What follows belongs to an exercise in optimizing a design on an open flow for small area; a production flow would make more cautious choices.
Function was checked by simulation only, so behaviour that the tests miss may differ from the original.

File: flow/run.sh
#!/bin/bash
# synth_recipe.tcl (not shown) runs the flow's synth.tcl, then flattens the netlist and writes it again
# the make line also repeats each setting of config.mk as NAME=value (left out here)
make -C /OpenROAD-flow-scripts/flow DESIGN_CONFIG=/design/flow/config.mk WORK_HOME=/design/flow/orfs CLKGATE_MAP_FILE= SYNTH_SCRIPT=/design/flow/synth_recipe.tcl finish
File: flow/constraint.sdc
create_clock -name core_clock -period 20.0 [get_ports {clk}]
set_input_delay 4.0000 -clock core_clock [delete_from_list [all_inputs] [get_ports {clk}]]
set_output_delay 4.0000 -clock core_clock [all_outputs]
set_load 0.01 [all_outputs]
File: flow/config.mk
export PLATFORM = sky130hd
export DESIGN_NAME = top_level
export DESIGN_NICKNAME = top_level
export VERILOG_FILES = /design/flow/design.v
export SDC_FILE = /design/flow/constraint.sdc
export NUM_CORES = 4
export LEC_CHECK = 0
export CAP_MARGIN = 20
export CORE_MARGIN = 2
export CORE_UTILIZATION = 40
export SLEW_MARGIN = 20
File: flow/design.v
`timescale 1ns / 1ps
`default_nettype none
module top_level(
    input logic clk,
    input logic up_sw1,
    input logic down_sw1,
    input logic up_sw2,
    input logic down_sw2,
    input logic reset,
    input logic serve,
    input logic [9:0] vga_x,
    input logic [9:0] vga_y,
    input logic frame,
    output logic [3:0] vgaRed,
    output logic [3:0] vgaGreen,
    output logic [3:0] vgaBlue,
    output logic [7:0] an_n,
    output logic [6:0] segments_n
    );
    logic sclk;
    logic [9:0] x;
    logic [9:0] y;
    logic [11:0] rgb_back;
    logic [11:0] rgb_leftpad;
    logic [11:0] rgb_rightpad;
    logic [11:0] rgb_ball;
    logic [11:0] color;
    logic en;
    logic tophit_l;
    logic midhit_l;
    logic bothit_l;
    logic tophit_r;
    logic midhit_r;
    logic bothit_r;
    logic [9:0] ball_x;
    logic [9:0] ball_y;
    logic [7:0] an;
    logic [6:0] segments;
    logic visible;
    logic srv_l;
    logic srv_r;
    logic miss_l;
    logic miss_r;  
    assign sclk = clk;
    assign x = vga_x;
    assign y = vga_y;
    assign en = frame;
    background back(.vga_x(x), .vga_y(y), .rgb(rgb_back));
    paddle #(.OFFSET(0), .XLOC(25), .COLOR(12'hf00)) left_paddle(.reset(reset), .up_I(up_sw1), .down_I(down_sw1), .vga_x(x), .vga_y(y), .rgb(rgb_leftpad), .frame(en), .clk(sclk), .tophit(tophit_l), .midhit(midhit_l), .bothit(bothit_l), .ball_x(ball_x), .ball_y(ball_y));
    paddle #(.OFFSET(10), .XLOC(765), .COLOR(12'h00f)) right_paddle(.reset(reset), .up_I(up_sw2), .down_I(down_sw2), .vga_x(x), .vga_y(y), .rgb(rgb_rightpad), .frame(en), .clk(sclk), .tophit(tophit_r), .midhit(midhit_r), .bothit(bothit_r), .ball_x(ball_x), .ball_y(ball_y));
    ball #(.UP_LIMIT(136), .DOWN_LIMIT(512)) game_ball(.reset(reset), .tophit_l(tophit_l), .midhit_l(midhit_l), .bothit_l(bothit_l), .tophit_r(tophit_r), .midhit_r(midhit_r), .bothit_r(bothit_r), .clk(sclk), .frame(en), .vga_x(x), .vga_y(y), .rgb(rgb_ball), .visible(visible), .srv_l(srv_l), .srv_r(srv_r), .miss_l(miss_l), .miss_r(miss_r), .ball_x(ball_x), .ball_y(ball_y));
    controlunitFSM cntrl(.clk(sclk), .reset(reset), .serve(serve), .visible(visible), .srv_l(srv_l), .srv_r(srv_r), .miss_l(miss_l), .miss_r(miss_r), .frame(en), .an(an), .segments(segments));
    assign color = rgb_back | rgb_leftpad | rgb_rightpad | rgb_ball;
    assign {vgaRed, vgaGreen, vgaBlue} = color;
    assign segments_n = ~segments;
    assign an_n = ~an;
endmodule
`timescale 1ns / 1ps
module background(
    input logic [9:0] vga_x,
    input logic [9:0] vga_y,
    output logic [11:0] rgb
    );
    logic [11:0] rgb1;
    logic [11:0] rgb2;
    logic [11:0] rgb3;
    logic [11:0] rgb3_n;
    logic [11:0] alt_bit;
    assign alt_bit = {12{vga_y[4]}};
    rectgen #(.XLOC(0), .YLOC(128), .WIDTH(799), .HEIGHT(8), .COLOR(12'hfff)) top_wall(.x(vga_x), .y(vga_y), .rgb(rgb1));
    rectgen #(.XLOC(0), .YLOC(512), .WIDTH(799), .HEIGHT(8), .COLOR(12'hfff)) bottom_wall(.x(vga_x), .y(vga_y), .rgb(rgb2));
    rectgen #(.XLOC(396), .YLOC(136), .WIDTH(8), .HEIGHT(376), .COLOR(12'hfff)) net(.x(vga_x), .y(vga_y), .rgb(rgb3));
    assign rgb3_n = rgb3 & alt_bit;
    assign rgb = rgb1 | rgb2 | rgb3_n;
endmodule
`timescale 1ns / 1ps
module rectgen(
    input logic [9:0] x,
    input logic [9:0] y,
    output logic [11:0] rgb
    );
   parameter XLOC = 100;
   parameter YLOC = 100;
   parameter WIDTH = 100;
   parameter HEIGHT = 100;
   parameter COLOR = 12'hf00;
   always_comb
     if(x >= XLOC && x < (XLOC + WIDTH) && y >= YLOC && y < (YLOC + HEIGHT))
        rgb = COLOR;
     else 
        rgb = 12'h000;
endmodule
`timescale 1ns / 1ps
module paddle(
    input logic reset,
    input logic up_I,
    input logic down_I,
    input logic [9:0] vga_x,
    input logic [9:0] vga_y,
    output logic [11:0] rgb,
    input logic frame,
    input logic clk,
    output logic tophit,
    output logic midhit,
    output logic bothit,
    input logic [9:0] ball_x,
    input logic [9:0] ball_y
    );
    parameter XLOC = 0;
    parameter COLOR = 12'hfff;
    parameter OFFSET = 0;
    mvrectgen #(.OFFSET(OFFSET), .XLOC(XLOC), .YLOC(), .WIDTH(), .HEIGHT(), .COLOR(COLOR), .UP_LIMIT(136), .DOWN_LIMIT(512)) paddle(.x(vga_x), .y(vga_y), .rgb(rgb), .clk(clk), .up(up_I), .down(down_I), .reset(reset), .en(frame), .ball_x(ball_x), .ball_y(ball_y), .tophit(tophit), .midhit(midhit), .bothit(bothit));
endmodule
`timescale 1ns / 1ps
module mvrectgen(
    input logic clk,
    input logic reset,
    input logic en,
    input logic [9:0] x,
    input logic [9:0] y,
    input logic up,
    input logic down,
    output logic [11:0] rgb,
    input logic [9:0] ball_x,
    input logic [9:0] ball_y,
    output logic tophit,
    output logic midhit,
    output logic bothit
    );
   parameter WIDTH = 10;  
   parameter HEIGHT = 75;
   parameter OFFSET = 0;
   parameter XLOC = 0;  
   parameter YLOC = (600-HEIGHT)/2;
   parameter COLOR = 12'hfff;  
   parameter UP_LIMIT = 0;
   parameter DOWN_LIMIT = 600;
   logic [9:0] Y_LOC_new;
       always_ff @(posedge clk)
       begin
       if (reset) begin Y_LOC_new <= YLOC; end
       else if(en && up && ~down) 
        begin 
            if(Y_LOC_new <= UP_LIMIT)
                Y_LOC_new <= Y_LOC_new;
            else
                Y_LOC_new <= Y_LOC_new - 2;
        end
       else if(en && down && ~up) 
         begin 
             if(Y_LOC_new >= (DOWN_LIMIT-HEIGHT))
                 Y_LOC_new <= Y_LOC_new;
             else
                 Y_LOC_new <= Y_LOC_new + 2;
         end
        end
        always_comb
        begin
            tophit <= 1'b0;
            midhit <= 1'b0;
            bothit <= 1'b0;
                if(((ball_x+OFFSET) >= XLOC) && ((ball_x+OFFSET) <= XLOC + WIDTH))
                begin
                    if(ball_y >= (Y_LOC_new) && ball_y < (Y_LOC_new + (HEIGHT/3)))
                        tophit <= 1'b1;
                    else if(ball_y >= (Y_LOC_new + (HEIGHT/3)) && ball_y < (Y_LOC_new + (2*HEIGHT/3)))
                        midhit <= 1'b1;
                    else if(ball_y >= (Y_LOC_new + (2*HEIGHT/3)) && ball_y < (Y_LOC_new + (HEIGHT)))
                        bothit <= 1'b1;
                end
        end
     always_comb
     begin
     if(x >= (XLOC) && x < (XLOC + WIDTH) && y >= (Y_LOC_new) && y < (Y_LOC_new + HEIGHT))
        rgb = COLOR;
     else 
        rgb = 12'h000;
     end
endmodule
`timescale 1ns / 1ps
module ball(
    input logic reset,
    input logic tophit_l,
    input logic midhit_l,
    input logic bothit_l,
    input logic tophit_r,
    input logic midhit_r,
    input logic bothit_r,
    input logic clk,
    input logic frame,
    input logic [9:0] vga_x,
    input logic [9:0] vga_y,
    output logic [11:0] rgb,
    input logic visible,
    input logic srv_l,
    input logic srv_r,
    output logic miss_l,
    output logic miss_r,
    output logic [9:0] ball_x,
    output logic [9:0] ball_y
    );
   parameter WIDTH = 10;  
   parameter HEIGHT = 10;
   parameter XLOC = 400;  
   parameter YLOC = 300;
   parameter COLOR = 12'hff0;  
   parameter UP_LIMIT = 0;
   parameter DOWN_LIMIT = 600;
   parameter LEFT_LIMIT = 0;
   parameter RIGHT_LIMIT = 800;  
   logic [9:0] Y_LOC_new;    
   logic [9:0] X_LOC_new;
   logic [9:0] X_vel;
   logic [9:0] Y_vel;
   logic [2:0] speed_counter;
   logic y_direction_counter;
   always_ff @(posedge clk)
   begin
   if(reset)
   begin
   y_direction_counter <= 0;
   speed_counter <= 1;
   end
   else if(frame)
   begin
   y_direction_counter <= y_direction_counter + 1;
   if(speed_counter == 5)
   speed_counter <= 1;
   else
   speed_counter <= speed_counter + 1;
   end
   end
    always_ff @(posedge clk)
    begin
        if (reset) 
            begin 
            Y_LOC_new <= YLOC; 
            X_LOC_new <= XLOC;
            X_vel <= 0;
            Y_vel <= 0;
            miss_l <= 0;
            miss_r <= 0;
            end
        else if(frame)
            begin
            miss_l <= 0;
            miss_r <= 0;  
            if(srv_l)
                begin
                X_vel <= -2;
                if(y_direction_counter == 1)
                    Y_vel <= speed_counter;
                else
                    Y_vel <= -speed_counter;
                X_LOC_new <= X_LOC_new + X_vel;  
                Y_LOC_new <= Y_LOC_new + Y_vel;
                end
            else if(srv_r)
                begin
                X_vel <= 2;
                if(y_direction_counter == 1)
                    Y_vel <= speed_counter;
                else
                    Y_vel <= -speed_counter;
                X_LOC_new <= X_LOC_new + X_vel;  
                Y_LOC_new <= Y_LOC_new + Y_vel;
                end
            else
                begin
                if(X_LOC_new <= (LEFT_LIMIT+30)) 
                    begin
                    miss_l <= 1'b1;
                    Y_LOC_new <= YLOC; 
                    X_LOC_new <= XLOC;
                    X_vel <= 0;
                    Y_vel <= 0;
                    end
                else if(X_LOC_new >= (RIGHT_LIMIT-30)) 
                    begin
                    miss_r <= 1'b1;
                    Y_LOC_new <= YLOC; 
                    X_LOC_new <= XLOC;
                    X_vel <= 0;
                    Y_vel <= 0;
                    end
                else if(Y_LOC_new <= UP_LIMIT || Y_LOC_new >= (DOWN_LIMIT-HEIGHT))
                    begin
                    Y_vel <= -Y_vel;
                    X_LOC_new <= X_LOC_new + X_vel;  
                    Y_LOC_new <= Y_LOC_new - Y_vel; 
                    end   
                else if(tophit_l || tophit_r)
                    begin
                    X_vel <= -X_vel;
                    X_LOC_new <= X_LOC_new - (X_vel*2);  
                    if(Y_vel>1)
                        Y_vel <= Y_vel-1;
                    else if(Y_vel<1)
                        Y_vel <= Y_vel+1;
                    end
                else if(midhit_l || midhit_r)
                    begin
                    X_vel <= -X_vel;
                    X_LOC_new <= X_LOC_new - (X_vel*2);
                    end   
                else if(bothit_l || bothit_r)
                    begin
                    X_vel <= -X_vel;
                    X_LOC_new <= X_LOC_new - (X_vel*2);
                    if(Y_vel>0 && Y_vel<5)
                        Y_vel <= Y_vel+1;
                    else if(Y_vel<0 && Y_vel>-5)
                        Y_vel <= Y_vel-1;
                    end  
                else
                    begin
                    X_LOC_new <= X_LOC_new + X_vel;  
                    Y_LOC_new <= Y_LOC_new + Y_vel;
                    end    
                end
            end
     end
    always_comb
    begin
    ball_x = X_LOC_new;
    ball_y = Y_LOC_new;
    if(vga_x >= (X_LOC_new) && vga_x < (X_LOC_new + WIDTH) && vga_y >= (Y_LOC_new) && vga_y < (Y_LOC_new + HEIGHT) && visible)
       rgb = COLOR;
    else 
       rgb = 12'h000;
    end
endmodule
`timescale 1ns / 1ps
module controlunitFSM(
    input logic serve,
    input logic reset,
    input logic clk,
    output logic visible,
    output logic srv_l,
    output logic srv_r,
    input logic miss_l,
    input logic miss_r,
    input logic frame,
    output logic [7:0] an,
    output logic [6:0] segments
    );
    typedef enum logic [1:0] {S_L, S_R, PLAY, OVER} state_type;
       state_type state, next;
       logic update_left;
       logic update_right;
       logic win;
    sevenseg_control control(.win (win), .clk(clk), .an(an), .segments(segments), .reset(reset), .right_en(update_right), .left_en(update_left), .dp(), .frame(frame));
       always_ff @(posedge clk)
       if(reset) begin state <= S_R; end
       else if(frame) state <= next;
       always_comb
       begin
       srv_l = 1'b0;
       srv_r = 1'b0;
       visible = 1'b0;
       update_left = 1'b0;
       update_right = 1'b0;
       next = S_R;
        if(state == PLAY)            
            begin
                visible = 1'b1;
                if(miss_r)
                begin
                update_left = 1'b1;
                if(win)
                next = OVER;
                else
                next = S_L;
                end
                else if(miss_l)
                begin
                update_right = 1'b1;
                if(win)
                next = OVER;
                else
                next = S_R;
                end
                else
                next = PLAY;
            end
        else if(state == S_R)
            begin
                visible = 1'b1;
                if(serve)
                begin
                srv_r = 1'b1;
                next = PLAY;
                end
                else
                next = S_R;    
            end
        else if(state == S_L)
                begin
                    visible = 1'b1;
                    if(serve)
                    begin
                    srv_l = 1'b1;
                    next = PLAY;
                    end
                    else
                    next = S_L;    
                end
         else
                begin
                    visible = 1'b0;
                    next = OVER;
                end 
        end          
endmodule
`timescale 1ns / 1ps
module sevenseg_control(
    input logic clk,
    input logic right_en,
    input logic left_en,
    input logic reset,
    output logic [7:0] an,
    output logic [6:0] segments,
    output logic dp,
    input logic frame,
    output logic win
    );
    logic [2:0] q;
    logic [3:0] y;
    logic [3:0] in0;
    logic [3:0] in1;
    logic [3:0] in2;
    assign in2 = 4'h0;
    logic [3:0] in3;
    assign in3 = 4'h0;
    logic [3:0] in4;
    assign in4 = 4'h0;
    logic [3:0] in5;
    assign in5 = 4'h0;
    logic [3:0] in6;
    logic [3:0] in7;
    logic en1;
    logic en2;
    logic sclk;
    logic tick;
    logic right_en2;
    logic left_en2;
    logic reset2;
    assign right_en2 = right_en && frame;
    assign left_en2 = left_en && frame;
    assign reset2 = reset && frame;
    assign win = ((in1&&right_en2) || (in7&&left_en2));
    clkdiv #(.DIVFREQ(1000)) scan_div(.clk(clk), .reset(reset), .sclk(sclk), .tick(tick));
    counter_bcd dig0(.clk(clk), .Q(in0), .carry(en1), 
.reset(reset2), .en(right_en2));
    counter_bcd dig1(.clk(clk), .Q(in1), .carry(), 
.reset(reset2), .en(en1));
    counter_bcd dig6(.clk(clk), .Q(in6), .carry(en2), 
.reset(reset2), .en(left_en2));
    counter_bcd dig7(.clk(clk), .Q(in7), .carry(), 
.reset(reset2), .en(en2));
    counter_3bit cnt(.clk(clk), .reset(reset), .en(tick), .q(q));
    decoder3_8 decoder(.a(q), .y(an));
    Multiplexer mux(.a(q), .y(y), .in0(in0), .in1(in1), .in2(in2), 
.in3(in3), .in4(in4), .in5(in5), .in6(in6), .in7(in7), .dp(dp));
    seven_seg seg(.data(y), .segments(segments));
endmodule
module clkdiv(input logic clk, input logic reset, output logic sclk, output logic tick);
   parameter DIVFREQ = 100;   
   parameter DIVBITS = 26;    
   parameter CLKFREQ = 100_000_000;
   parameter DIVAMT = (CLKFREQ / DIVFREQ) / 2;
   logic [DIVBITS-1:0] q;
   assign tick = (q == DIVAMT-1) && !sclk;
   always_ff @(posedge clk)
     if (reset)
       begin
	  q <= 0;
	  sclk <= 0;
       end
     else if (q == DIVAMT-1) begin
	q <= 0;
	sclk <= ~sclk;
     end
     else q <= q + 1;
endmodule  
`timescale 1ns / 1ps
module counter_bcd(input logic clk, output logic [3:0] Q,
       output logic carry, input logic reset, input logic en);
  assign carry = ((Q == 4'b1001) && en);
   always_ff @( posedge clk )
     begin
     if(reset) 
     Q <= 4'b0000;
     else if(en)   
        if(Q == 4'b1001)
        Q <= 4'b0000;
        else
        Q <= Q + 1;     
     end
endmodule  
`timescale 1ns / 1ps
module counter_3bit(
    input logic clk,
    input logic reset,
    input logic en,
    output logic [2:0] q
    );
    always_ff @ (posedge clk)
    begin
        if (reset)
            q <= 3'b000;
        else if (en)
            q <= q + 1;
    end
endmodule
`timescale 1ns / 1ps
module decoder3_8(
    input logic [2:0] a,
    output logic [7:0] y
    );
    always_comb
        case(a)
            3'b000: y=8'b00000001;
            3'b001: y=8'b00000010;
            3'b010: y=8'b00000000;
            3'b011: y=8'b00000000;
            3'b100: y=8'b00000000;
            3'b101: y=8'b00000000;
            3'b110: y=8'b01000000;
            3'b111: y=8'b10000000;
            default:y=8'b00000000;
        endcase
endmodule
`timescale 1ns / 1ps
module Multiplexer(
    input logic [2:0] a,
    input logic [3:0] in0,in1,in2,in3,in4,in5,in6,in7,
    output logic [3:0] y,
    output logic dp
    );
    logic [3:0] digits [0:7];
    assign digits[0] = in0;
    assign digits[1] = in1;
    assign digits[2] = in2;
    assign digits[3] = in3;
    assign digits[4] = in4;
    assign digits[5] = in5;
    assign digits[6] = in6;
    assign digits[7] = in7;
    assign y = digits[a];
    assign dp = (a == 3'b010);
endmodule
`timescale 1ns / 1ps
module seven_seg(input logic [3:0] data,
 output logic [6:0] segments);
   always_comb
     case (data)
       4'h0: segments = 7'b1111110;
       4'h1: segments = 7'b0110000;
       4'h2: segments = 7'b1101101;
       4'h3: segments = 7'b1111001;
       4'h4: segments = 7'b0110011;
       4'h5: segments = 7'b1011011;
       4'h6: segments = 7'b1011111;
       4'h7: segments = 7'b1110000;
       4'h8: segments = 7'b1111111;
       4'h9: segments = 7'b1110011;
       4'hA: segments = 7'b1110111;
       4'hB: segments = 7'b0011111;
       4'hC: segments = 7'b1001110;
       4'hD: segments = 7'b0111101;
       4'hE: segments = 7'b1001111;
       4'hF: segments = 7'b1000111;
       default: segments = 7'b0000000;
     endcase  
endmodule  
==> flow_summary.toml <==
[clocking]
ctsResizeCount = 0
clk_latency_ns = 0.43
cts_tree = "done"
cts.path.max_buffers = 2
clk_pin_slew_worst_paths_ns = 0.06
post_cts_buffers = 0
h-tree-depth = 4
cts_sinks = 115
clk_root_buffer_cell = "clkbuf_16"
cts_made_buffers = 17
hold_buffers = 0

[die]
ios = 55
die_w_um = 183
die-height_um = 183
row_count = 65
core_area_um2 = 31500
die_area_um2 = 33400
initial_core_util = 0.406

[worst_setup_path]
worstPathRequired_ns = 16.00
cp_common_cell = "a21o_1"
worstSetupPathType = "input port to primary output"
worstPathCellList = "clkdlybuf4s50_1 > ha_1 > o21bai_1 > a21o_1 > a21o_1 > a21o_1 > a21oi_1 > o21ai_0 > a211oi_1 > nor2_1 > o41ai_1 > o21bai_1 > clkdlybuf4s50_1"
critPathSlowestCell = "o41ai_1"
worst_setup_path_end_kind = "primary output"
start_kind = "input port"
critPathTopFamily = "compound AO/OA/AOI/OAI gates"
r2r_cells = 17
slowest_delay_ns = 0.86
worstPathArrival_ns = 7.84
crit_cells = 13
worst-path-buf-inv = 2
r2r_slack_ns = 15.13
cp_max_fo = 5

[timing]
max_freq_ghz = 0.0845
tightestPinTransition_ns = 1.04
fin_skew_ns = 0.0157
max-slew-margin-rel = 0.301
setup_tns_ns = 0
min_period_ns = 11.84
fin_crit_sh = 0.592
fin_ws_ns = 8.16
rsz0062_at_grt = "false"
finalSetupViolCount = 0
finalHoldViolCount = 0
final_max_slew_viol_count = 0

[power_and_ir_drop]
power.leakage_nw = 5.78
ir_worst_vdd_mv = 0.0624
cellPowerDensity_nw_per_um2 = 75.3
power.total_mw = 1.06

[synthesis]
synth_cells = 1641
synth.distinct_cells = 86
syn_avg_cell_area_um2 = 7.79
synth_edf_count = 0
synth_ff_type = "dfxtp_1"
async_reset_ff_frac = 0
synth-seq-cells = 115
ys_top_cells_by_area = "ha_1 (22%), dfxtp_1 (18%), xnor2_1 (5.6%), nor2_1 (4.6%), a21oi_1 (4.4%)"
ys_seq_area_frac = 0.180
yosysMostFrequentCell = "ha_1"
yosysWarningCount = 14
yosysTopAreaCellShare = 0.215
ys_top_cells_by_count = "ha_1 (220), nor2_1 (155), dfxtp_1 (115), nand2_1 (115), a21oi_1 (113)"
syn-cell-area_um2 = 12800
yosys.area.top_type = "ha_1"

[global_route]
grt-ovfl-total = 0
grt_first_pass_wirelength_um = 58800
grt_usage = 0.216
grt_max_degree = 45
grt_pass1_vias = 11600
antenna_found_initial = 0

[placed_design]
io_buffers = 50
dp_hpwl_um = 26600
pre_cts_ws_ns = 8.19
routabilityCongestion = 0.921

[run]
max_cap_viol_count = 0

[routing]
drt_wl_total_um = 35300
vias = 11900
drc = 0
dr.pass1.iters = 5
wl_per_cell_um = 17.1
antenna_left = 0
vias_per_cell = 5.79
drtIter0Drc = 888

[worst_hold_path]
worstHoldPathType = "flop to flop"
hold_depth = 1

[layout]
diodes = 0
area_growth_pct = 10.6
fin_nets = 1901
final_util = 0.449
drive_above_1_share = 0.0464

[outcome]
status = "complete, no violations"
==> layout make-up <==
class                           instances  area, µm²
Clock buffer                           17        425
Clock inverter                         15        218
Fill cell                            3180      17300
Inverter                              107        402
Multi-Input combinational cell       1348       9720
Sequential cell                       115       2300
Tap cell                              402        503
Timing Repair Buffer                   59        563
==> layer usage <==
metal,routed length (µm),vias up,part of all wire,GRT usage
met4,638,0,0.018,0.0703
met3,1600,54,0.045,0.0271
met1,16800,5606,0.48,0.290
li1,-,5967,-,-
met5,0,-,0,0
met2,16300,308,0.46,0.358
==> kinds of logic (layout without fill, tap and decap cells) <==
group	after synthesis	in the layout	synth area share
xor gates and xnor gates	114	114	0.0782
adders and majority gates	228	228	0.226
and+or+nand+nor	530	530	0.202
muxes	11	11	0.00901
buffers and inverters	182	198	0.0608
other	1	5	0.000294
DFF	115	115	0.180
AOI/OAI and AO/OA	460	460	0.244
==> cells in the final DEF, fill, tap and decap left out, types with 17 or more instances in the layout <==
cell             synthesis  layout
nand4_1                 26      26
a21o_1                  34      34
nor3_1                  53      53
dfxtp_1                115     115
nand2_1                115     115
nor2b_1                 32      32
nor4_1                  20      20
o211ai_1                17      17
nand3_1                 40      40
o21a_1                  25      25
a211oi_1                25      25
inv_1                  100     100
a21oi_1                113     113
ha_1                   220     220
a31oi_1                 18      18
o21ai_0                 84      84
clkdlybuf4s50_1          0      49
clkbuf_16                0      17
xor2_1                  33      33
nor2_1                 155     154
xnor2_1                 81      81
==> sequential cells by signal (all words and copies together), names as in the netlist <==
signal	count
cntrl.control.dig0.Q	4
game_ball.speed_counter	3
cntrl.control.scan_div.q	26
game_ball.Y_LOC_new	10
game_ball.miss_l	1
game_ball.X_LOC_new	10
cntrl.control.dig7.Q	4
an	4
right_paddle.paddle.Y_LOC_new	9
cntrl.control.scan_div.sclk	1
left_paddle.paddle.Y_LOC_new	9
cntrl.control.dig1.Q	4
game_ball.X_vel	9
cntrl.control.dig6.Q	4
game_ball.miss_r	1
game_ball.Y_vel	10
game_ball.y_direction_counter	1
cntrl.state	2
cntrl.control.cnt.q	3
==> through the flow <==
stage / hold WS, ns / instance area [µm²] / cells
finish: 0.449 / 14100 / 2063
global route: 0.479 / 14100 / 2063
CTS: 0.454 / 14100 / 2063
detailed placement: 0.442 / 13500 / 2031
global placement: 0.431 / 13500 / 2031
floorplan: 0.418 / 12800 / 1645
==> final timing paths <==
kind	startpoint	end
setup / recovery	vga_y[1]	vgaRed[0]
hold / removal	cntrl.control.scan_div.q[0]	cntrl.control.scan_div.q[0]
setup reg to reg	right_paddle.paddle.Y_LOC_new[3]	game_ball.Y_LOC_new[2]
hold reg to reg	cntrl.control.scan_div.q[0]	cntrl.control.scan_div.q[0]
==> report_power, final <==
group          internal (mW)  switching [mW]
sequential             0.243          0.0416
combinational          0.184           0.252
clock                  0.212           0.131

-- afterwards: timing with drivers on the ports --
The flow's constraints put no driver on any port. The routed layout listed below was extracted and timed again, unchanged, in two steps. Step 1: set_driving_cell puts a clkbuf_16 on clk and a buf_2 on each other input, an assumption about the parent block. Step 2 adds t to the input delays and takes it off the output delays; t is the mean of the earliest and latest rising clock arrival at the registers after step 1. Input paths then give back, and output paths get back, about the clock's delay inside the block. a / b / c = ideal / step 1 / step 2; a / b = the first two.
t (ns): 0.477
slack for setup (ns): 8.165 / 8.141 / 8.141
worst setup path at the end: input to output
After both steps setup and hold are still met in this run. For this run, drivers alone change the setup slack by -0.024 ns; drivers and shift together by -0.024 ns.
